Context: an optimization exercise on an open-source flow, tuned for small area, a short achievable clock period and few clock cycles. The choices shown serve that exercise and are no tape-out recipe. Where RTL was checked, it was by simulation tests only, not by an equivalence proof against the original. For runs 1 and 2, only the layout was checked, not whether the RTL still works. Power and IR drop assume default switching activity.

==> flow/design.v <==
module xlr8_fdiv
  (input  logic        clk,
   input  logic        rst_n,
   input  logic        start_div,   
   input  logic        start_nop,   
   input  logic [31:0] numer,
   input  logic [31:0] denom,
   output logic        fin,
   output logic [31:0] result);
   logic [4:0]  cnt;         
   logic        busy;
   logic        rnd;         
   logic        norm;        
   logic [22:0] dvs;         
   logic [24:0] dvd;         
   logic [25:0] t;
   logic        q;
   logic [24:0] d_nxt;
   always_comb begin
      t = {1'b0, dvd} - {2'b01, dvs};
      q = !t[25];
      d_nxt = q ? {t[23:0], 1'b0} : {dvd[23:0], 1'b0};
   end
   logic [7:0]  exp_n, exp_d, exp_q;
   logic        n_nan, d_nan, n_inf, d_inf, n_0, d_0;
   logic [22:0] m_rnd;
   logic [31:0] q_out;
   always_comb begin
      exp_n = numer[30:23];
      exp_d = denom[30:23];
      n_nan = (exp_n == 8'hff) && (numer[22:0] != 0);
      d_nan = (exp_d == 8'hff) && (denom[22:0] != 0);
      n_inf = (exp_n == 8'hff) && (numer[22:0] == 0);
      d_inf = (exp_d == 8'hff) && (denom[22:0] == 0);
      n_0 = (exp_n == 0);
      d_0 = (exp_d == 0);
      exp_q = exp_n - exp_d + 8'd126 + {7'd0, norm};
      m_rnd = result[23:1] + {22'd0, result[0]};
      if (n_nan || d_nan || (n_0 && d_0) || (n_inf && d_inf))
        q_out = 32'h7fffffff;
      else if (n_inf || d_0)
        q_out = {numer[31] ^ denom[31], 8'hff, 23'h0};
      else if (n_0 || d_inf)
        q_out = {numer[31] ^ denom[31], 31'h0};
      else
        q_out = {numer[31] ^ denom[31], exp_q, m_rnd};
   end
   assign busy = (cnt != 5'd0);
   assign fin = busy && (cnt == 5'd1);
   always_ff @(posedge clk or negedge rst_n)
     if (!rst_n) begin
        cnt <= 5'd0;
        rnd <= 1'b0;
     end
     else begin
        rnd <= fin;
        if (start_div)
          cnt <= q ? 5'd24 : 5'd25;
        else if (busy)
          cnt <= cnt - 5'd1;
     end
   always_ff @(posedge clk)
     if (start_div)
       norm <= q;
   always_ff @(posedge clk)
     dvs <= denom[22:0];
   always_ff @(posedge clk)
     if (start_div || busy)
       dvd <= d_nxt;
     else
       dvd <= {2'b01, numer[22:0]};
   always_ff @(posedge clk or negedge rst_n)
     if (!rst_n)
       result <= 32'h0;
     else if (start_nop)
       result <= 32'h0;
     else if (busy || (start_div && q))
       result <= {result[30:0], q};
     else if (rnd)
       result <= q_out;
endmodule  
`timescale 1 ns / 1 ns
module xlr8_xf
  (input  logic        clk,
   input  logic        rstn,
   input  logic [5:0]  adr,
   input  logic [7:0]  dbus_in,
   output logic [7:0]  dbus_out,
   input  logic        iore,
   input  logic        iowe,
   output logic        out_en,
   output logic        start_div,   
   output logic        start_nop,   
   input  logic        fin,         
   input  logic [31:0] result);
   logic [6:0] ctrl_reg;
   logic       flag;       
   logic       unsup;      
   logic       ctrl_we;
   logic       status_re;
   logic       start;
   logic [7:0] rbyte;
   logic [7:0] creg;
   assign ctrl_we   = iowe && (adr == 6'h10);
   assign status_re = iore && (adr == 6'h11);
   assign start     = ctrl_we && dbus_in[6];
   assign start_div = start && (dbus_in[2:0] == 3'd3);
   assign start_nop = start && (dbus_in[2:0] != 3'd3);
   assign out_en = iore && !adr[5] &&
                   (adr[4] ? (adr[3:1] == 3'b000) : (adr[3:2] == 2'b11));
   always_comb begin
      case (adr[1:0])
        2'd0:    rbyte = result[7:0];
        2'd1:    rbyte = result[15:8];
        2'd2:    rbyte = result[23:16];
        default: rbyte = result[31:24];
      endcase
      creg = adr[0] ? {flag, unsup, 6'h00} : {1'b0, ctrl_reg};
      dbus_out = adr[4] ? creg : rbyte;
   end
   always_ff @(posedge clk or negedge rstn)
     if (!rstn)
       ctrl_reg <= 7'h00;
     else if (ctrl_we)
       ctrl_reg <= dbus_in[6:0];
   always_ff @(posedge clk or negedge rstn)
     if (!rstn) begin
        flag  <= 1'b0;
        unsup <= 1'b0;
     end
     else if (start_nop) begin
        flag  <= 1'b1;
        unsup <= 1'b1;
     end
     else if (fin) begin
        flag  <= 1'b1;
        unsup <= 1'b0;
     end
     else if (start) begin
        flag  <= 1'b0;
        unsup <= 1'b0;
     end
     else if (status_re)
       flag <= 1'b0;
endmodule
`timescale 1 ns / 1 ns
module xlr8_float_div
  (input  logic        clk,
   input  logic        rstn,
   input  logic [5:0]  adr,
   input  logic [7:0]  dbus_in,
   output logic [7:0]  dbus_out,
   input  logic        iore,
   input  logic        iowe,
   output logic        out_en,
   input  logic [31:0] opa,    
   input  logic [31:0] opb     
   );
   logic        start_div;
   logic        start_nop;
   logic        fin;
   logic [31:0] result;
   xlr8_xf xf_inst
     (.clk       (clk),
      .rstn      (rstn),
      .adr       (adr),
      .dbus_in   (dbus_in),
      .dbus_out  (dbus_out),
      .iore      (iore),
      .iowe      (iowe),
      .out_en    (out_en),
      .start_div (start_div),
      .start_nop (start_nop),
      .fin       (fin),
      .result    (result));
   xlr8_fdiv fdiv_inst
     (.clk       (clk),
      .rst_n     (rstn),
      .start_div (start_div),
      .start_nop (start_nop),
      .numer     (opa),
      .denom     (opb),
      .fin       (fin),
      .result    (result));
endmodule
==> flow/run.sh <==
#!/bin/bash
# synth_recipe.tcl (not shown) runs the flow's synth.tcl, then flattens the netlist and writes it again
# the make line also repeats each setting of config.mk as NAME=value (left out here)
make -C /OpenROAD-flow-scripts/flow DESIGN_CONFIG=/design/flow/config.mk WORK_HOME=/design/flow/orfs CLKGATE_MAP_FILE= SYNTH_SCRIPT=/design/flow/synth_recipe.tcl finish
==> flow/config.mk <==
export PLATFORM = sky130hd
export DESIGN_NAME = xlr8_float_div
export DESIGN_NICKNAME = xlr8_float_div
export VERILOG_FILES = /design/flow/design.v
export SDC_FILE = /design/flow/constraint.sdc
export NUM_CORES = 4
export LEC_CHECK = 0
export CAP_MARGIN = 20
export CORE_MARGIN = 2
export CORE_UTILIZATION = 40
export SETUP_SLACK_MARGIN = 2.0
export SLEW_MARGIN = 20
==> flow/constraint.sdc <==
create_clock -name core_clock -period 5.0 [get_ports {clk}]
set_input_delay 1.0000 -clock core_clock [delete_from_list [all_inputs] [get_ports {clk}]]
set_output_delay 1.0000 -clock core_clock [all_outputs]
set_load 0.01 [all_outputs]
==> results of run 1 <==
[final cells by class]
type	count	area share [%]
multi-input combinational	602	49.4
sequential	96	25.2
timing repair buffer	137	15.7
tap	216	3.15
inverter	69	3.10
clock buffer	9	2.62
clock inverter	7	0.758
[worst max-delay path by stage]
stage	slack (ps)	endpoint	cells after the start
2_1_floorplan	1890	fdiv_inst.result[11]	10
3_3_place_gp	730	fdiv_inst.result[11]	10
3_5_place_dp	640	fdiv_inst.result[28]	10
4_1_cts	1920	dbus_out[0]	6
5_1_grt	1930	dbus_out[2]	6
6_report	1970	dbus_out[1]	5
[power by group through the flow]
stage,sequential [mW],clock [mW],combinational (mW)
after floorplan,1.27,0,1.88
after global placement,1.42,0,2.27
after detailed placement,1.43,0,2.32
after CTS,1.42,0.702,2.49
after global routing,1.48,0.736,2.96
final,1.44,0.697,2.66
[synth_stat cells, types with 4 or more instances]
library cell  count  area, um2
a211oi_1          7       52.6
a21o_1            8       60.1
a21oi_1          67        335
and3_1            8       50.1
buf_2             6       30.0
buf_6             4       45.0
clkbuf_1         27        101
dfrtp_1          47       1180
dfxtp_1          48        961
ha_1             41        513
inv_1            67        251
mux2i_1           8       80.1
nand2_1          83        312
nand2b_1          6       37.5
nand3_1          18       90.1
nand4_1          17        106
nor2_1           72        270
nor3_1            9       45.0
nor4_1           13       81.3
o211ai_1         20        150
o21ai_0          57        285
o21ai_1          30        150
o21bai_1          7       52.6
o221a_2           6       67.6
o221ai_1          8       70.1
o31ai_1           5       37.5
o41ai_2           6       97.6
xnor2_1          24        210
xor2_1           23        201
[worst max-delay path: stages]
cell	delay, ps
buf_12	120
mux2i_1	290
o21ai_1	100
o221a_2	240
dlygate4sd2_1	280
[metal layers]
metal / vias up / wire, um / global-route usage [%]
met5: - / 0 / 0
met4: 0 / 536 / 7.00
met3: 34 / 1200 / 3.61
met2: 220 / 8590 / 34.2
met1: 3063 / 9140 / 30.9
li1: 3106 / - / -
[cell usage in the layout (no fill, tap or decap), types with 7 or more instances in the layout]
cell and count:
nand2_1 76, clkdlybuf4s50_1 66, inv_1 65, nor2_1 65, a21oi_1 57, dfxtp_1 48
dfrtp_1 47, o21ai_0 44, o21ai_1 38, ha_1 37, buf_4 33, xor2_1 23
xnor2_1 23, o211ai_1 20, nand3_1 18, nand4_1 17, a21oi_2 10, clkbuf_16 9
buf_6 9, a21o_1 8, nor3_1 8, and3_1 8, mux2i_1 8, o221ai_1 8
nor4_1 8, a211oi_1 7, o21bai_1 7, buf_2 7
[logic make-up (layout without fill, tap and decap cells)]
family / Yosys count / after routing / synth area share (%)
multiplexers: 11 / 11 / 2.08
adder cells (fa/ha/maj): 43 / 43 / 8.43
flip-flops: 96 / 96 / 33.0
AO/OA/AOI/OAI: 247 / 248 / 24.3
XOR/XNOR: 47 / 47 / 6.27
AND/OR/NAND/NOR: 253 / 253 / 18.9
buffers and inverters: 110 / 222 / 6.96
[what timing repair did]
item	in CTS	in global routing
gates cloned	3	1
pin swaps	12	23
hold buffers	0	0
buffers inserted	13	16
setup endpoints to repair	69	50
gates resized for setup	92	66
==> parameters.txt, run 1 <==
Parameter                              Value

Run status
  Outcome ... complete, no violations

Power
  Part of the power in registers ... between 30% and 40%
  Clock power share ... 14.5%
  Power share of the combinational group ... between 50 and 60%
  Cell leakage power ... 3.62 nW
  Sw frac ... 44.4%
  Total power of the final layout ... between 4 and 5 mW
  Cell-internal power ... 2.66 mW
  Pwr/cell area ... 558 nW/um2
  Net switching power of the design ... approximately 2.1 mW
  Peak supply drop ... 297 uV

Placement
  Placement-stage worst setup slack ... 644 ps
  Detailed placer's ending HPWL ... 13.8 mm
  Placed Instance Area ... roughly 7700 um2
  Routability cong. ... between 0.9 and 1
  Port-buffer cells ... 89
  Placed Instances ... roughly 1100

Layout
  Fraction of the core area covered by cells at the end of the flow ... 53.8%
  Largest registers ... fdiv_inst.result: 32 flops, fdiv_inst.dvd: 25 flops, fdiv_inst.dvs: 23 flops
  Count of filler cells inserted in the layout ... ~1500
  Ratio of cells with drive above 1 in the final layout ... between 10% and 20%
  Max FFs per register ... 32
  Area of the multi-input gates ... around 4200 um2
  Final cell count without fillers ... 1136
  Top reg by flops ... fdiv_inst.result
  Total non-filler cell area in the finished layout ... 8580 um2
  Area added between synthesis and finish ... 30.9%
  Number of antenna repair diodes ... 0
  Final net count ... 1040
  Register cell area after layout ... 2170 um2

Setup path
  Beginning of the worst register-to-register path ... fdiv_inst.dvs[6]
  Worst flop-to-flop path endpoint ... fdiv_inst.result[27]
  Number of cells on the worst reg-to-reg path ... 11
  Category of the worst setup path capture point ... output pin
  Arrival time at the worst endpoint ... between 2000 and 2500 ps
  Worst setup path startpoint ... adr[0]
  Data required, critical path ... roughly 4000 ps
  Critical path class ... in -> out
  Critical path peak fanout ... 12
  Register-to-register path setup slack ... 2180 ps
  Setup crit start kind ... input pin

Detailed routing
  Remaining number of nets flagged by the antenna check after routing ... 0
  Ratio of routed vias to standard cells ... around 5.7
  Detailed-router iteration count before antenna repair ... 5
  Final WL ... 19.5 mm
  Via count ... 6423
  Routed length per placed instance ... 17.1 um
  Drt initial violations ... 435
  Number of DRC violations after detailed routing ... 0

Die
  Die width ... 132 um
  Total die area ... 17400 um2
  Die Span Y ... between 100 and 150 um
  Starting density of the core ... 41.1%
  Number of cell rows ... between 40 and 50
  I/O pin count ... 91
  CORE AREA ... between 15000 and 20000 um2

STA
  Setup violation total in the final timing report ... 0
  Worst hold slack across all endpoints ... 493 ps
  Setup TNS Final ... 0 ps
  Unrepaired setup endpoints after global routing ... yes
  Min Tclk post-route ... 3030 ps
  Setup skew after layout ... 18.1 ps
  Normalized max-slew margin ... approximately 44%
  Setup ws final ... 1970 ps
  Final Slew Violations ... 0
  Actual slew at the worst max-slew pin ... approximately 830 ps
  Fraction of the cycle the final worst path needs ... 60.6%
  Final Hold Vio Count ... 0
  Max frequency ... 330 MHz

Yosys
  Share of async-settable or async-resettable flops after synthesis ... between 40% and 50%
  Ys flop type ... dfxtp_1
  Sequential share of the synthesized area ... 33.0%
  Total number of yosys warnings ... 2
  Synthesized instance count ... 807
  Net count after synthesis ... 932
  Count of flip-flops with a built-in enable after synthesis ... 1
  Total standard cell area after synthesis ... ~6600 um2
  Number of library cell types mapped by synthesis ... 71
  Avg Inst Size Synth ... 8.13 um2
  Number of synthesized register bits ... 96

CTS
  Worst-Skew Late Latency ... about 370 ps
  Maximum buffer depth of the clock tree ... 2
  Root buffer selected by CTS ... clkbuf_16
  TritonCTS sink count ... 96
  H-tree levels ... 3
  Total CTS buffers ... 9
  Clock tree from TritonCTS ... built
  Worst-path clk slew ... 70 ps

Global routing
  Sum of overflow across all layers after global routing ... 0
  Maximum number of pins on one net before global-route repair ... 48
  Via count of the first global-routing pass ... ~6000
  Wire length of the first global-routing pass ... 30.9 mm
  Number of antenna violations at the first check in global routing ... 0
  GRT Resource Usage Total ... 21.9%

Worst hold path
  Hold EP ... fdiv_inst.dvd[8]
  Type of the tightest min-delay check ... reg -> reg
  Hold depth ... 2
  Start point of the worst hold path ... fdiv_inst.dvd[7]

Job
  Number of maximum-capacitance violations ... 0
==> run 2, diff against run 1 <==
--- a/flow/config.mk
+++ b/flow/config.mk
@@ -10,3 +10,3 @@
 export CORE_UTILIZATION = 40
-export SETUP_SLACK_MARGIN = 2.0
+export SETUP_SLACK_MARGIN = 2.4
 export SLEW_MARGIN = 20
==> run 2 against run 1 <==
Compared with the run above:
- critical path depth increased by 1
- setup slack got worse by 100 ps
- via count increased by 6.6%
- sequential power increased by 3%
- largest power group unchanged
- register-to-register slack got worse by 150 ps
- clock power increased by 2%
- non-clock buffer count increased by 41
- die area unchanged
- synthesized area unchanged
- first-iteration DRC count increased by 28%
- core utilization increased by 6.5 points
==> parameters.txt, run 2 <==
Parameter                              Value

CTS
  Hold buffer count at cts ... 0
  TritonCTS sink count ... between 90 and 100
  Clock tree from TritonCTS ... built
  Root buffer selected by CTS ... clkbuf_16
  H-tree levels ... 3
  Total CTS buffers ... 9
  Maximum buffer depth of the clock tree ... 2
  Worst-path clk slew ... 70 ps
  Worst-Skew Late Latency ... 370 ps

Yosys
  Ys flop type ... dfxtp_1
  Synthesized instance count ... 807
  Synth top area share ... 17.9%
  Net count after synthesis ... ~930
  Number of library cell types mapped by synthesis ... 71
  Cell taking the most area after synthesis ... dfrtp_1
  Cell with the most instances after synthesis ... nand2_1
  Share of async-settable or async-resettable flops after synthesis ... between 40% and 50%
  Sequential share of the synthesized area ... around a third
  Synthesized-area fraction occupied by ao, oa, aoi and oai cells ... 24.3%
  Mux contribution to synthesized area ... 2.08%
  Count of flip-flops with a built-in enable after synthesis ... 1
  Combinational family with the most area after synthesis ... compound AO/OA/AOI/OAI gates
  Total standard cell area after synthesis ... between 6000 and 7000 um2
  Number of synthesized register bits ... 96
  Fraction of the mapped netlist area in adder cells ... under 10%
  Avg Inst Size Synth ... roughly 8 um2
  Total number of yosys warnings ... 2
  XOR/XNOR Fraction of Synth Area ... 6.28%
  Post-synthesis share of cell area spent on and, or, nand and nor gates ... 18.9%
  Leading cell types by count after synthesis ... 83 x nand2_1, 72 x nor2_1, 67 x a21oi_1, 67 x inv_1, 57 x o21ai_0
  Ranking of synthesized cells by area ... dfrtp_1 18%, dfxtp_1 15%, ha_1 7.8%, a21oi_1 5.1%, nand2_1 4.7%

STA
  Actual slew at the worst max-slew pin ... 949 ps
  Fraction of the cycle the final worst path needs ... 62.7%
  Setup skew after layout ... 12.8 ps
  Unrepaired setup endpoints after global routing ... yes
  Setup violation total in the final timing report ... 0
  Setup ws final ... ~1900 ps
  Max frequency ... ~320 MHz
  Worst hold slack across all endpoints ... 493 ps
  Final Slew Violations ... 0
  Normalized max-slew margin ... 36.1%
  Setup TNS Final ... 0 ps
  Final Hold Vio Count ... 0
  Min Tclk post-route ... 3140 ps

Detailed routing
  Via count ... approximately 7000
  Number of DRC violations after detailed routing ... 0
  Ratio of routed vias to standard cells ... 5.79
  Remaining number of nets flagged by the antenna check after routing ... 0
  Final WL ... 22.1 mm
  Routed length per placed instance ... 18.7 um
  Drt initial violations ... 556
  Detailed-router iteration count before antenna repair ... 5

Worst hold path
  Hold depth ... 2
  Type of the tightest min-delay check ... reg -> reg

Layout
  Area of the multi-input gates ... between 4000 and 5000 um2
  Fraction of the core area covered by cells at the end of the flow ... 60.4%
  Max FFs per register ... 32
  Final net count ... 1087
  Area added between synthesis and finish ... 46.7%
  Most common library cell in the layout ignoring fill and taps ... clkdlybuf4s50_1
  Number of antenna repair diodes ... 0
  Ratio of cells with drive above 1 in the final layout ... 27.7%
  Count of filler cells inserted in the layout ... roughly 1400
  Largest registers ... fdiv_inst.result: 32 flops, fdiv_inst.dvd: 25 flops, fdiv_inst.dvs: 23 flops
  Register cell area after layout ... 2170 um2
  Top reg by flops ... fdiv_inst.result
  Leading cell types in the layout, fill and taps excluded ... 66 x clkdlybuf4s50_1, 65 x inv_1, 65 x nor2_1

Placement
  Port-buffer cells ... roughly 90
  Detailed placer's ending HPWL ... 13.7 mm
  Routability cong. ... 0.903
  Placement-stage worst setup slack ... 806 ps

Setup path
  Critical path class ... in -> out
  Setup crit start kind ... input pin
  Worst setup path startpoint ... adr[1]
  Category of the worst setup path capture point ... output pin
  Critical path peak fanout ... 5
  Number of cells on the worst reg-to-reg path ... 11
  Worst Setup EP ... out_en
  Register-to-register path setup slack ... 2030 ps
  Arrival time at the worst endpoint ... 2140 ps
  Worst flop-to-flop path endpoint ... fdiv_inst.result[30]
  Beginning of the worst register-to-register path ... fdiv_inst.dvs[18]
  Data required, critical path ... 4000 ps

Die
  Starting density of the core ... about two fifths
  I/O pin count ... 91
  Die Span Y ... 132 um
  Die width ... approximately 130 um
  CORE AREA ... 15900 um2
  Number of cell rows ... between 40 and 50
  Total die area ... 17400 um2

Global routing
  Sum of overflow across all layers after global routing ... 0
  Wire length of the first global-routing pass ... 33.1 mm
  Number of antenna violations at the first check in global routing ... 0
  Via count of the first global-routing pass ... 6386
  GRT Resource Usage Total ... 23.7%
  Maximum number of pins on one net before global-route repair ... 48

Job
  Number of maximum-capacitance violations ... 0

Power
  Total power of the final layout ... around 5.5 mW
  Peak supply drop ... 299 uV
  Pwr/cell area ... 570 nW/um2
  Cell leakage power ... around 4 nW

Run status
  Outcome ... complete, no violations
-- run 2: cell types whose count changed in the layout (fill, tap and decap cells not counted), sizes merged, moves of 2 or more --
cell,before,now
o211a,2,4
buf,55,93
nand2,83,85
clkinvlp,2,0
clkinv,3,5
clkbuf,12,14
-- run 2: final cells by class --
cell class,count,share of cell area (%)
flip-flops and latches,96,22.5
clock inverters,7,0.702
well taps,216,2.81
inverters,69,2.87
repair buffers,178,20.0
repair inverters,1,0.0910
clock buffers,9,2.34
multi-input cells,607,48.7
-- run 2: stage by stage --
stage          area, um2  cells
3_5_place_dp        7730   1088
2_1_floorplan       6710    807
5_1_grt             9620   1183
3_3_place_gp        7730   1088
6_report            9620   1183
4_1_cts             8830   1149
-- run 2: worst min-delay path by stage --
stage | startpoint | end | slack, ps
after floorplan | fdiv_inst.result[31] | fdiv_inst.result[31] | 450
after global placement | fdiv_inst.result[31] | fdiv_inst.result[31] | 470
after detailed placement | fdiv_inst.dvd[7] | fdiv_inst.dvd[8] | 470
after CTS | fdiv_inst.dvd[7] | fdiv_inst.dvd[8] | 490
after global routing | fdiv_inst.dvd[7] | fdiv_inst.dvd[8] | 510
final | fdiv_inst.dvd[7] | fdiv_inst.dvd[8] | 490
-- run 2: timing repair --
| action | in CTS | in global routing |
|---|---|---|
| cloned | 10 | 10 |
| endpoints found under the setup margin | 72 | 66 |
| gates resized for setup | 163 | 115 |
| setup buffers | 35 | 24 |
| pin swaps | 36 | 35 |
-- run 2: critical path, cell delays in order --
cell     delay, ps
buf_8          100
buf_6          120
or4b_4         570
o21ai_2         70
and3b_2        180
buf_6           90
-- run 2: cells by family (layout without fill, tap and decap cells) --
group,count (synthesis),in the layout
AO/OA/AOI/OAI,247,251
adder cells (fa/ha/maj),43,43
buffers and inverters,110,264
XOR/XNOR,47,47
flip-flops,96,96
multiplexers,11,11
AND/OR/NAND/NOR,253,255
-- run 2: routing by layer --
layer / vias up / wire length, um / GRT usage [%]
li1: 3217 / - / -
met1: 3303 / 9840 / 32.5
met2: 288 / 10200 / 37.3
met3: 40 / 1650 / 5.23
met4: 0 / 435 / 7.25
met5: - / 0 / 0
-- run 2: where the power goes --
group          switching (mW)  total, mW  leakage (nW)  internal [mW]
logic                    1.73       3.29          2.93           1.56
clock network           0.325      0.714         0.148          0.388
registers               0.403       1.49         0.966           1.08
==> run 3, diff against run 2 <==
--- a/flow/design.v
+++ b/flow/design.v
@@ -26,2 +26,3 @@
    logic [22:0] m_rnd;
+   logic [8:0]  s9;
    logic [31:0] q_out;
@@ -36,4 +37,6 @@
       d_0 = (exp_d == 0);
-      exp_q = exp_n - exp_d + 8'd126 + {7'd0, norm};
-      m_rnd = result[23:1] + {22'd0, result[0]};
+      s9 = {exp_n, 1'b1} + {~exp_d, norm};
+      exp_q = (s9[8:1] - 8'd1) ^ 8'h80;
+      for (int i = 0; i < 23; i++)
+        m_rnd[i] = result[i+1] ^ (result[0] && (i == 0 || &(result[23:1] | ~((23'd1 << i) - 23'd1))));
       if (n_nan || d_nan || (n_0 && d_0) || (n_inf && d_inf))
@@ -76,3 +79,3 @@
        result <= 32'h0;
-     else if (busy || (start_div && q))
+     else if (start_div || busy)
        result <= {result[30:0], q};
@@ -108,4 +111,3 @@
    assign start_nop = start && (dbus_in[2:0] != 3'd3);
-   assign out_en = iore && !adr[5] &&
-                   (adr[4] ? (adr[3:1] == 3'b000) : (adr[3:2] == 2'b11));
+   assign out_en = iore && ((adr[5:2] == 4'b0011) || (adr[5:1] == 5'b01000));
    always_comb begin
--- a/flow/config.mk
+++ b/flow/config.mk
@@ -7,2 +7,3 @@
 export LEC_CHECK = 0
+export ABC_CLOCK_PERIOD_IN_PS = 2600
 export CAP_MARGIN = 20
@@ -10,3 +11,3 @@
 export CORE_UTILIZATION = 40
-export SETUP_SLACK_MARGIN = 2.4
+export SETUP_SLACK_MARGIN = 2.2
 export SLEW_MARGIN = 20
==> run 3 against run 2 <==
Compared with the run above:
- combinational power down 7.6%
- synthesized cell count down 4.7%
- fmax up 4.9%
- core utilization down 1.5 points
- setup slack better by 150 ps
- largest power group unchanged
- final area down 3.5%
- clock power down 0.7%
- total power down 5.4%
- synthesized area down 2.4%
==> parameters.txt, run 3 <==
Parameter                              Value

CTS
  Total CTS buffers ... 9
  Clock tree from TritonCTS ... built
  Maximum buffer depth of the clock tree ... 2
  H-tree levels ... 3
  Worst-Skew Late Latency ... 360 ps
  Worst-path clk slew ... 60 ps
  TritonCTS sink count ... 96
  Root buffer selected by CTS ... clkbuf_16

STA
  Unrepaired setup endpoints after global routing ... yes
  Fraction of the cycle the final worst path needs ... 59.8%
  Min Tclk post-route ... 2990 ps
  Setup violation total in the final timing report ... 0
  Setup TNS Final ... 0 ps
  Max frequency ... 334 MHz
  Actual slew at the worst max-slew pin ... 622 ps
  Final Slew Violations ... 0
  Final Hold Vio Count ... 0
  Setup skew after layout ... 11.1 ps
  Normalized max-slew margin ... 58.5%

Layout
  Area added between synthesis and finish ... 45.1%
  Register cell area after layout ... 2170 um2
  Final net count ... 1024
  Number of antenna repair diodes ... 0
  Count of filler cells inserted in the layout ... 1389
  Ratio of cells with drive above 1 in the final layout ... 28.2%
  Fraction of the core area covered by cells at the end of the flow ... 58.9%
  Leading cell types in the layout, fill and taps excluded ... 81 x nand2_1, 51 x nor2_1, 48 x buf_4
  Most common library cell in the layout ignoring fill and taps ... nand2_1
  Max FFs per register ... 32
  Area of the multi-input gates ... 4610 um2
  Largest registers ... fdiv_inst.result: 32 flops, fdiv_inst.dvd: 25 flops, fdiv_inst.dvs: 23 flops
  Top reg by flops ... fdiv_inst.result

Job
  Number of maximum-capacitance violations ... 0

Detailed routing
  Number of DRC violations after detailed routing ... 0
  Via count ... 6358
  Routed length per placed instance ... about 18 um
  Drt initial violations ... 493
  Ratio of routed vias to standard cells ... 5.65
  Remaining number of nets flagged by the antenna check after routing ... 0
  Final WL ... 20.3 mm
  Detailed-router iteration count before antenna repair ... 6

Global routing
  Sum of overflow across all layers after global routing ... 0
  Number of antenna violations at the first check in global routing ... 1
  GRT Resource Usage Total ... approximately 22%
  Global-route met1 utilization ... 28.1%
  Maximum number of pins on one net before global-route repair ... 48
  Layer with the highest usage after global routing ... met2
  Via count of the first global-routing pass ... 6067
  Wire length of the first global-routing pass ... 29.9 mm
  GR met2 Demand/Resource ... between 30% and 40%
  GR met3 Demand/Resource ... 4.40%

Die
  Die Span Y ... approximately 130 um
  CORE AREA ... 15800 um2
  I/O pin count ... 91
  Total die area ... 17000 um2
  Die width ... between 100 and 150 um
  Starting density of the core ... approximately two fifths
  Number of cell rows ... 46

Placement
  Routability cong. ... between 0.8 and 0.9
  Detailed placer's ending HPWL ... 12.6 mm
  Port-buffer cells ... between 80 and 90

Power
  Pwr/cell area ... between 500 and 600 nW/um2
  Cell leakage power ... 4.11 nW
  Total power of the final layout ... 5.19 mW
  Peak supply drop ... 263 uV

Yosys
  Ranking of synthesized cells by area ... dfrtp_1 18%, dfxtp_1 15%, ha_1 6.8%, o21ai_0 6.3%, nand2_1 5.0%
  Total number of yosys warnings ... 2
  Total standard cell area after synthesis ... 6400 um2
  Synthesized instance count ... 769
  Combinational family with the most area after synthesis ... compound AO/OA/AOI/OAI gates
  Synthesized-area fraction occupied by ao, oa, aoi and oai cells ... 25.3%
  Number of synthesized register bits ... 96
  XOR/XNOR Fraction of Synth Area ... slightly above 7%
  Net count after synthesis ... 888
  Leading cell types by count after synthesis ... 86 x nand2_1, 80 x o21ai_0, 56 x nor2_1
  Cell with the most instances after synthesis ... nand2_1
  Synth top area share ... 18.4%
  Count of flip-flops with a built-in enable after synthesis ... 1
  Post-synthesis share of cell area spent on and, or, nand and nor gates ... approximately 18%
  Share of async-settable or async-resettable flops after synthesis ... 49.0%
  Fraction of the mapped netlist area in adder cells ... under 10%
  Ys flop type ... dfxtp_1
  Mux contribution to synthesized area ... 2.13%
  Cell taking the most area after synthesis ... dfrtp_1
  Sequential share of the synthesized area ... 33.9%
  Avg Inst Size Synth ... 8.32 um2
  Number of library cell types mapped by synthesis ... 72

Worst hold path
  Hold depth ... 2
  Type of the tightest min-delay check ... reg -> reg

Setup path
  Critical path peak fanout ... 2
  Setup crit start kind ... input pin
  Arrival time at the worst endpoint ... 1990 ps
  Category of the worst setup path capture point ... output pin
  Critical path class ... in -> out
  Data required, critical path ... approximately 4000 ps
  Number of cells on the worst reg-to-reg path ... 12

Run status
  Outcome ... complete, no violations
[run 3: cell types whose count changed after synthesis, sizes merged, moves of 7 or more]
| cell | before | now |
|---|---|---|
| o211ai | 21 | 3 |
| o2111ai | 1 | 17 |
| inv | 68 | 51 |
| o21a | 3 | 11 |
| nand4 | 17 | 10 |
| nor2 | 72 | 57 |
[run 3: final cells by class]
type                    instances  area share (%)
multi-input cells             589            49.6
flip-flops and latches         96            23.4
repair buffers                158            18.7
clock buffers                  14            3.18
well taps                     216            2.91
inverters                      51            2.12
clock inverters                 2           0.108
[run 3: layer usage]
layer  wire, um  up-vias  share of wire [%]
li1           -     3046                  -
met1       8590     3071                 42
met2      10100      203                 50
met3       1120       36                5.5
met4        434        2                2.1
met5         11        -              0.054
[run 3: power breakdown]
part	internal, mW	leakage, nW	total [mW]	switching (mW)
Clock	0.407	0.154	0.709	0.302
Sequential	1.09	0.965	1.44	0.359
Combinational	1.56	2.99	3.04	1.48
Total	3.05	4.11	5.19	2.14
[run 3: worst paths after layout]
check / startpoint / end / slack (ps)
setup / recovery: adr[3] / out_en / 2010
hold / removal: xf_inst.unsup / xf_inst.unsup / 500
setup reg to reg: fdiv_inst.dvd[13] / fdiv_inst.dvd[22] / 2270
hold reg to reg: xf_inst.unsup / xf_inst.unsup / 500
max in group asynchronous: rstn / fdiv_inst.cnt[3] / 3920
min in group asynchronous: rstn / xf_inst.ctrl_reg[1] / 650
[run 3: through the flow]
step | hold WS (ps) | std cells | setup slack, ps | instance area [um2]
after floorplan | 446 | 769 | 2090 | 6550
after global placement | 477 | 1044 | 834 | 7500
after detailed placement | 499 | 1044 | 813 | 7500
after CTS | 514 | 1083 | 1940 | 8430
after global routing | 543 | 1126 | 1980 | 9290
final | 505 | 1126 | 2010 | 9290
[run 3: worst max-delay path, stage by stage]
cell     delay [ps]
buf_6            90
or4b_4          530
o21ai_2          70
and3b_2         190
buf_6           100
[run 3: what timing repair did]
| action | CTS | global route |
|---|---|---|
| buffers inserted | 18 | 33 |
| hold buffers | 0 | 0 |
| setup endpoints to repair | 75 | 65 |
| pin swaps | 39 | 53 |
| gates cloned | 5 | 10 |
| gates resized for setup | 190 | 143 |
[run 3: cell families after synthesis]
group	Yosys count
AOI/OAI and AO/OA	242
xor gates and xnor gates	53
adders and majority gates	37
buffers and inverters	90
DFF	96
muxes	11
and+or+nand+nor	240
Testbench counts of run 3, summed over its fixed seeds: cycles 73,192.
==> run 4, diff against run 3 <==
--- a/flow/config.mk
+++ b/flow/config.mk
@@ -7,7 +7,6 @@
 export LEC_CHECK = 0
-export ABC_CLOCK_PERIOD_IN_PS = 2600
 export CAP_MARGIN = 20
 export CORE_MARGIN = 2
-export CORE_UTILIZATION = 40
-export SETUP_SLACK_MARGIN = 2.2
+export CORE_UTILIZATION = 30
+export SETUP_SLACK_MARGIN = 2.0
 export SLEW_MARGIN = 20
==> run 4 against run 3 <==
Compared with the run above:
- clock skew decreased by 1.5 ps
- via count decreased by 7.2%
- sequential cell count unchanged
- non-clock buffer count decreased by 31
- die area increased by 32%
- synthesized cell count unchanged
- routed wire length decreased by 8.8%
- fmax decreased by 1.0%
- critical path type unchanged
==> parameters.txt, run 4 <==
Parameter                              Value

Run status
  Outcome ... complete, no violations

Worst hold path
  Type of the tightest min-delay check ... reg -> reg

Yosys
  Fraction of the mapped netlist area in adder cells ... 7.47%
  Ys flop type ... dfxtp_1
  Leading cell types by count after synthesis ... 86 x nand2_1, 80 x o21ai_0, 56 x nor2_1
  Ranking of synthesized cells by area ... dfrtp_1 18%, dfxtp_1 15%, ha_1 6.8%, o21ai_0 6.3%, nand2_1 5.0%
  Number of library cell types mapped by synthesis ... between 70 and 80
  Avg Inst Size Synth ... 8.32 um2
  Share of async-settable or async-resettable flops after synthesis ... 49.0%
  Synth top area share ... 18.4%
  Cell with the most instances after synthesis ... nand2_1
  Total standard cell area after synthesis ... about 6400 um2
  Count of flip-flops with a built-in enable after synthesis ... 1
  Number of synthesized register bits ... 96
  Combinational family with the most area after synthesis ... compound AO/OA/AOI/OAI gates
  Synthesized instance count ... 769
  Mux contribution to synthesized area ... about 2.1%
  Cell taking the most area after synthesis ... dfrtp_1
  Synthesized-area fraction occupied by ao, oa, aoi and oai cells ... 25.3%
  Post-synthesis share of cell area spent on and, or, nand and nor gates ... 18.0%
  Net count after synthesis ... 888
  XOR/XNOR Fraction of Synth Area ... 7.25%
  Sequential share of the synthesized area ... around a third
  Total number of yosys warnings ... 2

STA
  Actual slew at the worst max-slew pin ... 623 ps
  Setup skew after layout ... 9.60 ps
  Max frequency ... 331 MHz
  Final Slew Violations ... 0
  Final Hold Vio Count ... 0
  Setup TNS Final ... 0 ps
  Setup violation total in the final timing report ... 0
  Normalized max-slew margin ... 58.5%
  Fraction of the cycle the final worst path needs ... 60.4%
  Min Tclk post-route ... 3020 ps
  Unrepaired setup endpoints after global routing ... yes

Layout
  Area of the multi-input gates ... 4230 um2
  Area added between synthesis and finish ... 33.3%
  Most common library cell in the layout ignoring fill and taps ... nand2_1
  Ratio of cells with drive above 1 in the final layout ... 17.6%
  Number of antenna repair diodes ... 0
  Largest registers ... fdiv_inst.result: 32 flops, fdiv_inst.dvd: 25 flops, fdiv_inst.dvs: 23 flops
  Top reg by flops ... fdiv_inst.result
  Count of filler cells inserted in the layout ... about 2100
  Register cell area after layout ... 2170 um2
  Leading cell types in the layout, fill and taps excluded ... 81 x nand2_1, 66 x o21ai_0, 58 x clkdlybuf4s50_1
  Final net count ... 990
  Max FFs per register ... 32
  Final cell count without fillers ... 1151

Power
  Cell-internal power ... 2.72 mW
  Total power of the final layout ... 4.64 mW
  Sw frac ... 41.4%
  Cell leakage power ... 3.63 nW
  Clock power share ... 14.3%
  Peak supply drop ... about 280 uV
  Pwr/cell area ... about 540 nW/um2
  Net switching power of the design ... 1.92 mW
  Part of the power in registers ... 30.4%
  Power share of the combinational group ... 55.4%

Detailed routing
  Drt initial violations ... around 320
  Ratio of routed vias to standard cells ... 5.13
  Via count ... 5900
  Routed length per placed instance ... 16.1 um
  Number of DRC violations after detailed routing ... 0
  Detailed-router iteration count before antenna repair ... 5
  Remaining number of nets flagged by the antenna check after routing ... 0
  Final WL ... 18.5 mm

Setup path
  Arrival time at the worst endpoint ... 2020 ps
  Critical path class ... in -> out
  Register-to-register path setup slack ... 2090 ps
  Critical path peak fanout ... 3
  Category of the worst setup path capture point ... output pin
  Setup crit start kind ... input pin
  Data required, critical path ... around 4000 ps

CTS
  Total CTS buffers ... 9
  Root buffer selected by CTS ... clkbuf_16
  Clock tree from TritonCTS ... built
  Worst-path clk slew ... roughly 70 ps
  TritonCTS sink count ... 96
  Hold buffer count at cts ... 0
  H-tree levels ... 3
  Maximum buffer depth of the clock tree ... 2
  Worst-Skew Late Latency ... 350 ps

Die
  Number of cell rows ... 53
  Starting density of the core ... between 30% and 40%
  Total die area ... 22500 um2
  CORE AREA ... approximately 21000 um2
  I/O pin count ... roughly 90
  Die Span Y ... 150 um
  Die width ... about 150 um

Global routing
  Via count of the first global-routing pass ... 5567
  Sum of overflow across all layers after global routing ... 0
  GRT Resource Usage Total ... between 15 and 20%
  Wire length of the first global-routing pass ... 29.0 mm
  Maximum number of pins on one net before global-route repair ... between 40 and 50
  Number of antenna violations at the first check in global routing ... 0

Job
  Number of maximum-capacitance violations ... 0

Placement
  Routability cong. ... roughly 0.85
  Placed Instances ... 1105
  Detailed placer's ending HPWL ... 12.8 mm
  Port-buffer cells ... 89
[run 4: timing repair]
action,CTS,global route
resized for setup,111,58
gates cloned,3,3
pin swaps,18,23
setup buffers,11,13
setup endpoints to repair,75,63
[run 4: path summary, 6_finish.rpt]
kind	startpoint	endpoint	depth (start not counted)
worst max-delay path	adr[3]	out_en	5
worst min-delay path	fdiv_inst.dvd[22]	fdiv_inst.dvd[23]	2
worst max register to register	fdiv_inst.dvs[11]	fdiv_inst.dvd[4]	12
worst min register to register	fdiv_inst.dvd[22]	fdiv_inst.dvd[23]	2
max in group asynchronous	rstn	fdiv_inst.result[8]	2
min in group asynchronous	rstn	xf_inst.ctrl_reg[1]	2
[run 4: kinds of logic after synthesis]
logic type | count (synthesis)
buffers and inverters | 90
xor gates and xnor gates | 53
and+or+nand+nor | 240
adders and majority gates | 37
muxes | 11
DFF | 96
AOI/OAI and AO/OA | 242
[run 4: power by group through the flow]
stage / logic [mW] / clock network (mW) / registers [mW]
finish: 2.57 / 0.663 / 1.41
global route: 2.85 / 0.708 / 1.46
CTS: 2.49 / 0.678 / 1.40
detailed placement: 2.22 / 0 / 1.41
global placement: 2.19 / 0 / 1.41
floorplan: 1.85 / 0 / 1.29
[run 4: worst max-delay path, cell delays in order]
cell,delay [ps]
buf_6,90
or4b_4,570
o21ai_2,80
and3b_1,150
buf_2,120
[run 4: stage by stage]
stage	hold slack [ps]	utilization (%)	cell area, um2	worst slack [ps]
2_1_floorplan	446	-	6410	2020
3_3_place_gp	484	35.9	7530	580
3_5_place_dp	481	35.9	7530	577
5_1_grt	529	40.7	8530	1950
6_report	487	40.7	8530	1980
4_1_cts	497	39.1	8200	1940
[run 4: per-layer routing]
metal / vias to the layer above / part of all wire (%) / global-route usage, %
li1: 2963 / - / -
met1: 2804 / 45 / 22.2
met2: 113 / 49 / 26.8
met3: 20 / 3.7 / 2.53
met4: 0 / 1.4 / 4.91
met5: - / 0 / 0
[run 4: cell type report]
type / count / area share [%]
clock inverters: 5 / 0.381
well taps: 275 / 4.03
repair buffers: 127 / 15.5
multi-input cells: 586 / 49.6
inverters: 51 / 2.24
clock buffers: 11 / 2.84
flip-flops and latches: 96 / 25.4
==> run 5, diff against run 4 <==
--- a/flow/config.mk
+++ b/flow/config.mk
@@ -7,5 +7,6 @@
 export LEC_CHECK = 0
+export ABC_AREA = 1
 export CAP_MARGIN = 20
 export CORE_MARGIN = 2
-export CORE_UTILIZATION = 30
+export CORE_UTILIZATION = 40
 export SETUP_SLACK_MARGIN = 2.0
==> run 5 against run 4 <==
Compared with the run above:
- still clean
- first-iteration DRC count rose by 10%
- via count grew 23%
- routed wire length up 6.5%
- fmax up 1.8%
- register-to-register slack improved by 390 ps
- global-route usage rose by 4.6 points
- synthesized area rose by 13%
- non-clock buffer count shrank 29
- setup slack improved by 54 ps
- sequential power fell by 6%
- die area is 15% lower
==> parameters.txt, run 5 <==
Parameter                              Value

CTS
  Worst-Skew Late Latency ... 360 ps
  Root buffer selected by CTS ... clkbuf_16
  Total CTS buffers ... 9
  Worst-path clk slew ... 70 ps
  TritonCTS sink count ... 96
  Maximum buffer depth of the clock tree ... 2
  Hold buffer count at cts ... 0
  H-tree levels ... 3
  Clock tree from TritonCTS ... built

Yosys
  Synthesized instance count ... 1117
  Total number of yosys warnings ... 2
  Leading cell types by count after synthesis ... 314 x nand2_1, 151 x inv_1, 99 x nor2_1
  Share of async-settable or async-resettable flops after synthesis ... 49.0%
  Cell with the most instances after synthesis ... nand2_1
  Avg Inst Size Synth ... 6.47 um2
  Number of library cell types mapped by synthesis ... 48
  Synth top area share ... 16.3%
  Ys flop type ... dfxtp_1
  Number of synthesized register bits ... 96
  Ranking of synthesized cells by area ... nand2_1 16%, dfrtp_1 16%, dfxtp_1 13%, inv_1 7.8%, nand3_1 6.6%
  Total standard cell area after synthesis ... 7230 um2
  Sequential share of the synthesized area ... between 20% and 30%
  Cell taking the most area after synthesis ... nand2_1
  Net count after synthesis ... around 1200
  Count of flip-flops with a built-in enable after synthesis ... 1

Die
  Die Span Y ... 138 um
  CORE AREA ... 17800 um2
  I/O pin count ... slightly above 90
  Starting density of the core ... 40.5%
  Number of cell rows ... 49
  Die width ... ~140 um
  Total die area ... 19200 um2

Global routing
  Number of antenna violations at the first check in global routing ... 0
  Sum of overflow across all layers after global routing ... 0
  Via count of the first global-routing pass ... approximately 7000
  Maximum number of pins on one net before global-route repair ... 48
  GRT Resource Usage Total ... a little over a fifth
  Wire length of the first global-routing pass ... about 34 mm

STA
  Max frequency ... 337 MHz
  Setup violation total in the final timing report ... 0
  Min Tclk post-route ... 2970 ps
  Unrepaired setup endpoints after global routing ... yes
  Normalized max-slew margin ... a little under three fifths
  Final Hold Vio Count ... 0
  Fraction of the cycle the final worst path needs ... 59.3%
  Setup skew after layout ... about 15 ps
  Actual slew at the worst max-slew pin ... between 600 and 700 ps
  Setup ws final ... 2030 ps
  Worst hold slack across all endpoints ... 484 ps
  Setup TNS Final ... 0 ps
  Final Slew Violations ... 0

Power
  Clock power share ... approximately 16%
  Power share of the combinational group ... 55.3%
  Peak supply drop ... 247 uV
  Part of the power in registers ... 28.9%
  Cell-internal power ... 2.41 mW
  Sw frac ... 47.2%
  Net switching power of the design ... 2.15 mW
  Total power of the final layout ... 4.56 mW
  Pwr/cell area ... 523 nW/um2
  Cell leakage power ... roughly 4.3 nW

Detailed routing
  Detailed-router iteration count before antenna repair ... 5
  Number of DRC violations after detailed routing ... 0
  Drt initial violations ... about 350
  Final WL ... slightly below 20 mm
  Ratio of routed vias to standard cells ... 5.08
  Via count ... 7275
  Remaining number of nets flagged by the antenna check after routing ... 0
  Routed length per placed instance ... 13.7 um

Setup path
  Critical path peak fanout ... 9
  Ordered cell list for the critical path ... buf_8, clkinv_4, nand2_4, inv_2, nand2_1, o221ai_1, o21ai_1, nand2_1, buf_2
  Crit path buffers/inverters ... 4
  Worst setup path startpoint ... adr[0]
  Family with the most delay on the worst path ... buffers and inverters
  Standard cell with the maximum stage delay on the critical path ... o21ai_1
  Critical path's most frequent cell ... nand2_1
  Critical path class ... in -> out
  Setup crit start kind ... input pin
  Arrival time at the worst endpoint ... about 2000 ps
  Slowest Stage Delay on Critical Path ... between 200 and 250 ps
  Data required, critical path ... 4000 ps
  Beginning of the worst register-to-register path ... fdiv_inst.dvs[8]
  Category of the worst setup path capture point ... output pin

Layout
  Largest registers ... fdiv_inst.result: 32 flops, fdiv_inst.dvd: 25 flops, fdiv_inst.dvs: 23 flops
  Ratio of cells with drive above 1 in the final layout ... between 8 and 9%
  Max FFs per register ... 32
  Final net count ... approximately 1300
  Area added between synthesis and finish ... 20.7%
  Number of antenna repair diodes ... 0
  Leading cell types in the layout, fill and taps excluded ... 310 x nand2_1, 146 x inv_1, 96 x nor2_1
  Most common library cell in the layout ignoring fill and taps ... nand2_1
  Final cell count without fillers ... 1433
  Top reg by flops ... fdiv_inst.result

Worst hold path
  Type of the tightest min-delay check ... reg -> reg
  Start point of the worst hold path ... fdiv_inst.result[29]

Placement
  Placed Instances ... 1413
  Placement-stage worst setup slack ... 992 ps
  Routability cong. ... 0.911
  Detailed placer's ending HPWL ... 15.2 mm
  Port-buffer cells ... 89

Job
  Number of maximum-capacitance violations ... 0

Run status
  Outcome ... complete, no violations
run 5: power by group through the flow:
stage                     logic [mW]  clock network (mW)  registers (mW)
final                           2.52               0.719            1.32
after global routing            2.91               0.764            1.35
after CTS                       2.51               0.737            1.32
after detailed placement        2.50                   0            1.32
after global placement          2.47                   0            1.32
after floorplan                 1.95                   0            1.25
run 5: cell families after synthesis:
logic type                 Yosys count  synth area share [%]
and+or+nand+nor                    585                  35.8
AOI/OAI and AO/OA                  192                  14.3
buffers and inverters              185                  10.5
DFF                                 96                  30.0
adders and majority gates           37                  6.61
xor gates and xnor gates            18                  2.18
muxes                                4                 0.623
run 5: cell type report:
type	count	area (um2)
Sequential cell	96	2170
Clock inverter	7	86.3
Clock buffer	9	225
Timing Repair Buffer	98	951
Tap cell	229	287
Fill cell	1829	9120
Inverter	158	611
Multi-Input combinational cell	836	4400
run 5: routing by layer:
layer  global-route usage, %  up-vias  wire (um)  share of wire (%)
met4                    6.93        0        454                2.3
met2                    36.7      128       9590                 49
met1                    27.2     3312       9110                 46
met3                    2.22       28        540                2.7
met5                       0        -          0                  0
li1                        -     3807          -                  -
run 5: worst paths after layout:
check / end / slack [ps] / cells after the start
worst max-delay path: dbus_out[1] / 2030 / 9
worst min-delay path: fdiv_inst.result[29] / 480 / 2
worst max register to register: fdiv_inst.dvd[6] / 2480 / 11
worst min register to register: fdiv_inst.result[29] / 480 / 2
max in group asynchronous: fdiv_inst.result[24] / 3840 / 2
min in group asynchronous: fdiv_inst.result[20] / 740 / 2
run 5: worst reg2reg max path: cells and delay by family (launching register included):
family                   cells  cell delay (ps)
AO/OA/AOI/OAI                3              520
adder cells (fa/ha/maj)      1              320
buffers and inverters        3              420
flip-flops                   1              320
AND/OR/NAND/NOR              4              850
run 5: metrics by stage:
| step | instance area (um2) | util [%] |
|---|---|---|
| global placement | 8270 | 46.4 |
| finish | 8720 | 48.9 |
| floorplan | 7230 | - |
| CTS | 8660 | 48.5 |
| global route | 8720 | 48.9 |
| detailed placement | 8270 | 46.4 |
run 5: what timing repair did:
| action | CTS | global route |
|---|---|---|
| gates cloned | 0 | 0 |
| pin swaps | 8 | 7 |
| setup buffers | 3 | 1 |
| gates resized for setup | 59 | 33 |
| endpoints found under the setup margin | 51 | 35 |
==> run 6, diff against run 5 <==
--- a/flow/config.mk
+++ b/flow/config.mk
@@ -7,3 +7,2 @@
 export LEC_CHECK = 0
-export ABC_AREA = 1
 export CAP_MARGIN = 20
==> run 6 against run 5 <==
Compared with the run above:
- clock skew is 3.1 ps lower
- critical path type unchanged
- final cell count down 24%
- die area decreased by 11%
- routed wire length shrank 6.2%
- largest cell class unchanged
- critical path depth decreased by 4
- synthesized cell count decreased by 31%
- synthesized area fell by 11%
- sequential power rose by 8%
- hold slack better by 31 ps
- global-route usage grew 0.44 points
- total power up 2.6%
- still clean on timing, DRC and antenna
==> parameters.txt, run 6 <==
Parameter                              Value

Yosys
  Total number of yosys warnings ... 2
  Mux contribution to synthesized area ... 2.13%
  Number of library cell types mapped by synthesis ... about 70
  Cell with the most instances after synthesis ... nand2_1
  Synthesized-area fraction occupied by ao, oa, aoi and oai cells ... 25.3%
  Post-synthesis share of cell area spent on and, or, nand and nor gates ... about 18%
  XOR/XNOR Fraction of Synth Area ... under 10%
  Avg Inst Size Synth ... 8.32 um2
  Count of flip-flops with a built-in enable after synthesis ... 1
  Fraction of the mapped netlist area in adder cells ... about 7.5%
  Number of synthesized register bits ... 96
  Synth top area share ... 18.4%
  Net count after synthesis ... 888
  Ranking of synthesized cells by area ... dfrtp_1 18%, dfxtp_1 15%, ha_1 6.8%, o21ai_0 6.3%, nand2_1 5.0%
  Synthesized instance count ... 769
  Ys flop type ... dfxtp_1
  Leading cell types by count after synthesis ... 86 x nand2_1, 80 x o21ai_0, 56 x nor2_1
  Combinational family with the most area after synthesis ... compound AO/OA/AOI/OAI gates
  Total standard cell area after synthesis ... 6400 um2
  Sequential share of the synthesized area ... 33.9%
  Cell taking the most area after synthesis ... dfrtp_1
  Share of async-settable or async-resettable flops after synthesis ... 49.0%

CTS
  H-tree levels ... 3
  Clock tree from TritonCTS ... built
  Maximum buffer depth of the clock tree ... 2
  Worst-Skew Late Latency ... 350 ps
  Worst-path clk slew ... 70 ps
  TritonCTS sink count ... 96
  Hold buffer count at cts ... 0
  Total CTS buffers ... 9
  Root buffer selected by CTS ... clkbuf_16

Die
  Total die area ... around 17000 um2
  Starting density of the core ... roughly 40%
  I/O pin count ... 91
  CORE AREA ... 15800 um2
  Number of cell rows ... 46
  Die width ... roughly 130 um
  Die Span Y ... 131 um

Power
  Pwr/cell area ... 559 nW/um2
  Peak supply drop ... 209 uV
  Cell-internal power ... 2.73 mW
  Cell leakage power ... between 3 and 4 nW
  Total power of the final layout ... 4.68 mW
  Part of the power in registers ... 30.2%
  Sw frac ... 41.6%
  Net switching power of the design ... 1.95 mW
  Power share of the combinational group ... 53.4%
  Clock power share ... 16.4%

Detailed routing
  Number of DRC violations after detailed routing ... 0
  Routed length per placed instance ... 17.0 um
  Final WL ... roughly 18 mm
  Drt initial violations ... 357
  Ratio of routed vias to standard cells ... 5.59
  Via count ... 6076
  Remaining number of nets flagged by the antenna check after routing ... 0
  Detailed-router iteration count before antenna repair ... 5

STA
  Min Tclk post-route ... 3000 ps
  Setup skew after layout ... 12.1 ps
  Setup violation total in the final timing report ... 0
  Unrepaired setup endpoints after global routing ... yes
  Normalized max-slew margin ... 58.0%
  Max frequency ... 333 MHz
  Setup TNS Final ... 0 ps
  Final Slew Violations ... 0
  Setup ws final ... 2000 ps
  Actual slew at the worst max-slew pin ... 629 ps
  Final Hold Vio Count ... 0
  Fraction of the cycle the final worst path needs ... 60.0%
  Worst hold slack across all endpoints ... between 500 and 600 ps

Setup path
  Data required, critical path ... 4000 ps
  Setup crit start kind ... input pin
  Register-to-register path setup slack ... 2070 ps
  Beginning of the worst register-to-register path ... fdiv_inst.dvd[13]
  Category of the worst setup path capture point ... output pin
  Arrival time at the worst endpoint ... approximately 2000 ps
  Critical path peak fanout ... 3
  Critical path class ... in -> out
  Number of cells on the worst reg-to-reg path ... 11
  Worst flop-to-flop path endpoint ... fdiv_inst.result[0]

Layout
  Largest registers ... fdiv_inst.result: 32 flops, fdiv_inst.dvd: 25 flops, fdiv_inst.dvs: 23 flops
  Ratio of cells with drive above 1 in the final layout ... 18.8%
  Max FFs per register ... 32
  Top reg by flops ... fdiv_inst.result
  Final net count ... 985
  Number of antenna repair diodes ... 0
  Area added between synthesis and finish ... 30.9%
  Most common library cell in the layout ignoring fill and taps ... nand2_1
  Count of filler cells inserted in the layout ... ~1500
  Leading cell types in the layout, fill and taps excluded ... 81 x nand2_1, 68 x o21ai_0, 62 x clkdlybuf4s50_1
  Register cell area after layout ... approximately 2200 um2
  Area of the multi-input gates ... around 4300 um2

Placement
  Port-buffer cells ... 89
  Detailed placer's ending HPWL ... 12.8 mm
  Routability cong. ... 0.863
  Placement-stage worst setup slack ... 750 ps

Global routing
  Sum of overflow across all layers after global routing ... 0
  Wire length of the first global-routing pass ... between 20 and 30 mm
  GRT Resource Usage Total ... 21.5%
  Via count of the first global-routing pass ... 5888
  Number of antenna violations at the first check in global routing ... 0
  Maximum number of pins on one net before global-route repair ... 48

Worst hold path
  Hold EP ... fdiv_inst.result[31]
  Hold depth ... 1
  Type of the tightest min-delay check ... reg -> reg
  Start point of the worst hold path ... fdiv_inst.result[31]

Run status
  Outcome ... complete, no violations

Job
  Number of maximum-capacitance violations ... 0
## run 6: cell types whose count changed after synthesis, sizes merged, moves of 22 or more
cell,previous run,this run
nand3,95,19
nor2,107,57
o21ai,107,81
inv,157,51
xor2,6,28
nand4,33,10
nand2,320,87
## run 6: critical path: stages
cell and delay [ps]:
buf_6 90, or4b_4 560, o21ai_2 70, and3b_1 150, buf_2 120
## run 6: area by class of cell
| class | count | share of cell area, % |
|---|---|---|
| multi-input combinational | 586 | 50.8 |
| sequential | 96 | 25.9 |
| timing repair buffer | 122 | 13.8 |
| tap | 216 | 3.23 |
| clock buffer | 11 | 3.15 |
| inverter | 51 | 2.28 |
| clock inverter | 5 | 0.806 |
## run 6: power groups by stage
stage | clock network, mW | registers (mW) | logic, mW
final | 0.766 | 1.42 | 2.50
after detailed placement | 0 | 1.41 | 2.25
after floorplan | 0 | 1.29 | 1.85
after global routing | 0.805 | 1.46 | 2.76
after global placement | 0 | 1.40 | 2.18
after CTS | 0.780 | 1.40 | 2.37
## run 6: metrics by stage
stage | instances | area [um2] | util, %
finish | 1087 | 8380 | 53.1
global route | 1087 | 8380 | 53.1
CTS | 1073 | 8030 | 50.9
detailed placement | 1045 | 7440 | 47.2
global placement | 1045 | 7440 | 47.2
floorplan | 769 | 6410 | -
## run 6: cells by family after synthesis
group / Yosys count
buffers and inverters: 90
AOI/OAI and AO/OA: 242
xor gates and xnor gates: 53
and+or+nand+nor: 240
DFF: 96
muxes: 11
adders and majority gates: 37
## run 6: layer usage
metal	vias to the layer above	track usage, %	wire length (um)
met2	167	37.1	9110
met5	-	0	0
li1	2956	-	-
met3	16	3.18	862
met1	2937	28.1	8300
met4	0	5.76	204
## run 6: how the worst max path moves through the flow
stage | startpoint | end | cells after the start
final | adr[2] | out_en | 5
after global routing | adr[2] | out_en | 5
after CTS | adr[1] | out_en | 5
after detailed placement | adr[4] | fdiv_inst.result[0] | 7
after global placement | adr[4] | fdiv_inst.result[0] | 7
after floorplan | opb[24] | fdiv_inst.result[30] | 11
## run 6: timing repair
item / in CTS / in global routing
endpoints found under the hold margin: 0 / 0
pin swaps: 19 / 27
endpoints found under the setup margin: 75 / 62
resized for setup: 114 / 71
cloned: 2 / 2
setup buffers: 10 / 12
==> run 7, diff against run 6 <==
--- a/flow/config.mk
+++ b/flow/config.mk
@@ -10,2 +10,4 @@
 export CORE_UTILIZATION = 40
+export CTS_BUF_LIST = sky130_fd_sc_hd__clkbuf_4 sky130_fd_sc_hd__clkbuf_8
+export CTS_CLUSTER_SIZE = 30
 export SETUP_SLACK_MARGIN = 2.0
==> run 7 against run 6 <==
Compared with the run above:
- still clean on timing, DRC and antenna
- setup slack lost 0.57 ps
- sequential power is essentially flat
- final area shrank 2.3%
- clock skew grew 6.9 ps
- register-to-register slack gained 20 ps
- hold slack gained 5.3 ps
- sequential cell count is the same
- synthesized cell count is the same
- largest power group unchanged
==> parameters.txt, run 7 <==
Parameter                              Value

Yosys
  Synthesized instance count ... 769
  Avg Inst Size Synth ... 8.32 um2
  Number of library cell types mapped by synthesis ... 72
  Number of synthesized register bits ... 96
  Synth top area share ... 18.4%
  Leading cell types by count after synthesis ... 86 x nand2_1, 80 x o21ai_0, 56 x nor2_1
  Total number of yosys warnings ... 2
  Cell taking the most area after synthesis ... dfrtp_1
  Cell with the most instances after synthesis ... nand2_1
  Share of async-settable or async-resettable flops after synthesis ... between 40 and 50%
  Total standard cell area after synthesis ... approximately 6400 um2
  Count of flip-flops with a built-in enable after synthesis ... 1
  Ys flop type ... dfxtp_1
  Net count after synthesis ... 888
  Sequential share of the synthesized area ... 33.9%
  Ranking of synthesized cells by area ... dfrtp_1 18%, dfxtp_1 15%, ha_1 6.8%, o21ai_0 6.3%, nand2_1 5.0%

CTS
  TritonCTS sink count ... 96
  Total CTS buffers ... 9
  Hold buffer count at cts ... 0
  Root buffer selected by CTS ... clkbuf_8
  Worst-path clk slew ... roughly 90 ps
  Clock tree from TritonCTS ... built
  Maximum buffer depth of the clock tree ... 2
  H-tree levels ... 3
  Worst-Skew Late Latency ... 380 ps

Die
  Total die area ... between 15000 and 20000 um2
  Die width ... 131 um
  Number of cell rows ... 46
  Starting density of the core ... a little over 40%
  Die Span Y ... 131 um
  I/O pin count ... 91
  CORE AREA ... 15800 um2

Setup path
  Standard cell with the maximum stage delay on the critical path ... or4b_4
  Arrival time at the worst endpoint ... 2000 ps
  Critical path peak fanout ... 3
  Critical path class ... in -> out
  Data required, critical path ... 4000 ps
  Slowest Stage Delay on Critical Path ... about 560 ps
  Register-to-register path setup slack ... 2090 ps
  Category of the worst setup path capture point ... output pin
  Setup crit start kind ... input pin
  Ordered cell list for the critical path ... buf_6, or4b_4, o21ai_2, and3b_1, buf_2

Power
  Pwr/cell area ... 550 nW/um2
  Power share of the combinational group ... 55.0%
  Cell leakage power ... 3.52 nW
  Cell-internal power ... 2.58 mW
  Sw frac ... 42.6%
  Net switching power of the design ... 1.92 mW
  Peak supply drop ... between 200 and 250 uV
  Clock power share ... 13.5%
  Part of the power in registers ... 31.4%

Worst hold path
  Type of the tightest min-delay check ... reg -> reg

Layout
  Leading cell types in the layout, fill and taps excluded ... 82 x nand2_1, 68 x o21ai_0, 56 x clkdlybuf4s50_1
  Ratio of cells with drive above 1 in the final layout ... 17.2%
  Largest registers ... fdiv_inst.result: 32 flops, fdiv_inst.dvd: 25 flops, fdiv_inst.dvs: 23 flops
  Total non-filler cell area in the finished layout ... roughly 8000 um2
  Most common library cell in the layout ignoring fill and taps ... nand2_1
  Number of antenna repair diodes ... 0
  Max FFs per register ... 32
  Area added between synthesis and finish ... 27.9%
  Top reg by flops ... fdiv_inst.result
  Final net count ... between 900 and 1000
  Count of filler cells inserted in the layout ... 1496
  Final cell count without fillers ... 1077

STA
  Max frequency ... 333 MHz
  Normalized max-slew margin ... 57.3%
  Final Slew Violations ... 0
  Min Tclk post-route ... 3000 ps
  Actual slew at the worst max-slew pin ... 641 ps
  Setup skew after layout ... 19.0 ps
  Unrepaired setup endpoints after global routing ... yes
  Final Hold Vio Count ... 0
  Fraction of the cycle the final worst path needs ... 60.0%
  Setup violation total in the final timing report ... 0
  Setup TNS Final ... 0 ps

Placement
  Placed Instances ... 1045
  Placed Instance Area ... around 7400 um2
  Detailed placer's ending HPWL ... 12.8 mm
  Routability cong. ... around 0.86
  Port-buffer cells ... between 80 and 90

Global routing
  GRT Resource Usage Total ... 21.2%
  Via count of the first global-routing pass ... 5847
  Number of antenna violations at the first check in global routing ... 0
  Maximum number of pins on one net before global-route repair ... 48
  Sum of overflow across all layers after global routing ... 0
  Wire length of the first global-routing pass ... 28.9 mm

Detailed routing
  Number of DRC violations after detailed routing ... 0
  Ratio of routed vias to standard cells ... 5.61
  Routed length per placed instance ... approximately 17 um
  Remaining number of nets flagged by the antenna check after routing ... 0
  Drt initial violations ... 375
  Final WL ... 18.2 mm
  Via count ... about 6000
  Detailed-router iteration count before antenna repair ... 4

Run status
  Outcome ... complete, no violations

Job
  Number of maximum-capacitance violations ... 0
-- run 7: cell counts after synthesis --
Identical to the previous run, type by type.
-- run 7: what timing repair did --
action / CTS / global route
pin swaps: 19 / 22
setup endpoints to repair: 72 / 63
setup buffers: 8 / 5
cloned: 2 / 1
resized for setup: 113 / 69
-- run 7: area by class of cell --
class                   instances  area, um2  share of cell area [%]
multi-input cells             585       4200                    51.3
flip-flops and latches         96       2170                    26.5
repair buffers                113       1120                    13.7
well taps                     216        270                    3.30
inverters                      51        191                    2.34
clock buffers                  10        138                    1.68
clock inverters                 6       97.6                    1.19
-- run 7: cell families after synthesis --
group,share of synthesized area (%)
compound gates,25.3
simple gates,18.0
flops,33.9
buf+inv,6.06
xor+xnor,7.25
fa+ha+maj,7.47
mux,2.13
-- run 7: worst paths after layout --
kind	start	end	cells past startpoint
max in group asynchronous	rstn	fdiv_inst.result[5]	2
hold reg to reg	fdiv_inst.result[31]	fdiv_inst.result[31]	1
min in group asynchronous	rstn	xf_inst.ctrl_reg[1]	2
setup reg to reg	fdiv_inst.dvd[12]	fdiv_inst.result[0]	11
setup / recovery	adr[2]	out_en	5
hold / removal	fdiv_inst.result[31]	fdiv_inst.result[31]	1
-- run 7: power by group through the flow --
stage | logic [mW] | registers (mW) | clock network (mW)
floorplan | 1.85 | 1.29 | 0
global placement | 2.18 | 1.40 | 0
detailed placement | 2.25 | 1.41 | 0
CTS | 2.36 | 1.40 | 0.620
global route | 2.74 | 1.46 | 0.647
finish | 2.48 | 1.42 | 0.608
-- run 7: metrics by stage --
stage,power (mW),util (%),setup slack (ps),hold slack (ps)
4_1_cts,4.39,50.2,1970,526
5_1_grt,4.85,51.9,1940,550
3_5_place_dp,3.66,47.2,750,494
6_report,4.50,51.9,2000,520
2_1_floorplan,3.14,-,2020,446
3_3_place_gp,3.58,47.2,795,484
-- run 7: worst max-delay path, delay by kind of cell --
| family | cells | cell delay [ps] |
|---|---|---|
| AOI/OAI and AO/OA | 1 | 70 |
| buffers and inverters | 2 | 210 |
| and+or+nand+nor | 2 | 710 |
-- run 7: routing by layer --
| metal | global-route usage, % | vias up | wire [um] |
|---|---|---|---|
| met4 | 5.44 | 0 | 177 |
| met5 | 0 | - | 0 |
| li1 | - | 2922 | - |
| met2 | 36.5 | 192 | 8960 |
| met3 | 2.93 | 18 | 956 |
| met1 | 28.3 | 2905 | 8140 |

-- afterwards: timing with drivers on the ports --
The results above use ideal ports. As a check the final layouts listed here were re-extracted and re-timed, cells and wires unchanged.
Step 1 (the two cells are an assumption about what drives the block):
set clk [get_ports {clk}]
set_driving_cell -lib_cell sky130_fd_sc_hd__clkbuf_16 $clk
set_driving_cell -lib_cell sky130_fd_sc_hd__buf_2 [delete_from_list [all_inputs] $clk]
Step 2 also shifts input and output timing later by t, the mid clock arrival at the registers, as if the neighbouring blocks saw the same clock.
Three values: ideal, step 1, step 2; two values: the first two.
run	t (ns)	setup WS [ns]	worst setup path after step 2	cell pins on the clock port's net
run 1	0.399	1.969 / 1.896 / 1.635	input to register	1
run 2	0.404	1.865 / 1.801 / 1.483	input to register	1
run 3	0.395	2.010 / 1.876 / 1.820	input to register	1
run 4	0.397	1.979 / 1.850 / 1.709	input to register	1
run 5	0.399	2.033 / 1.979 / 1.754	input to register	1
run 6	0.386	2.000 / 1.932 / 1.715	input to register	1
run 7	0.406	1.999 / 1.925 / 1.640	input to register	1
After both steps every run listed still meets setup and hold. For run 2, which loses most, drivers alone change the setup slack by -0.064 ns; drivers and shift together by -0.382 ns.
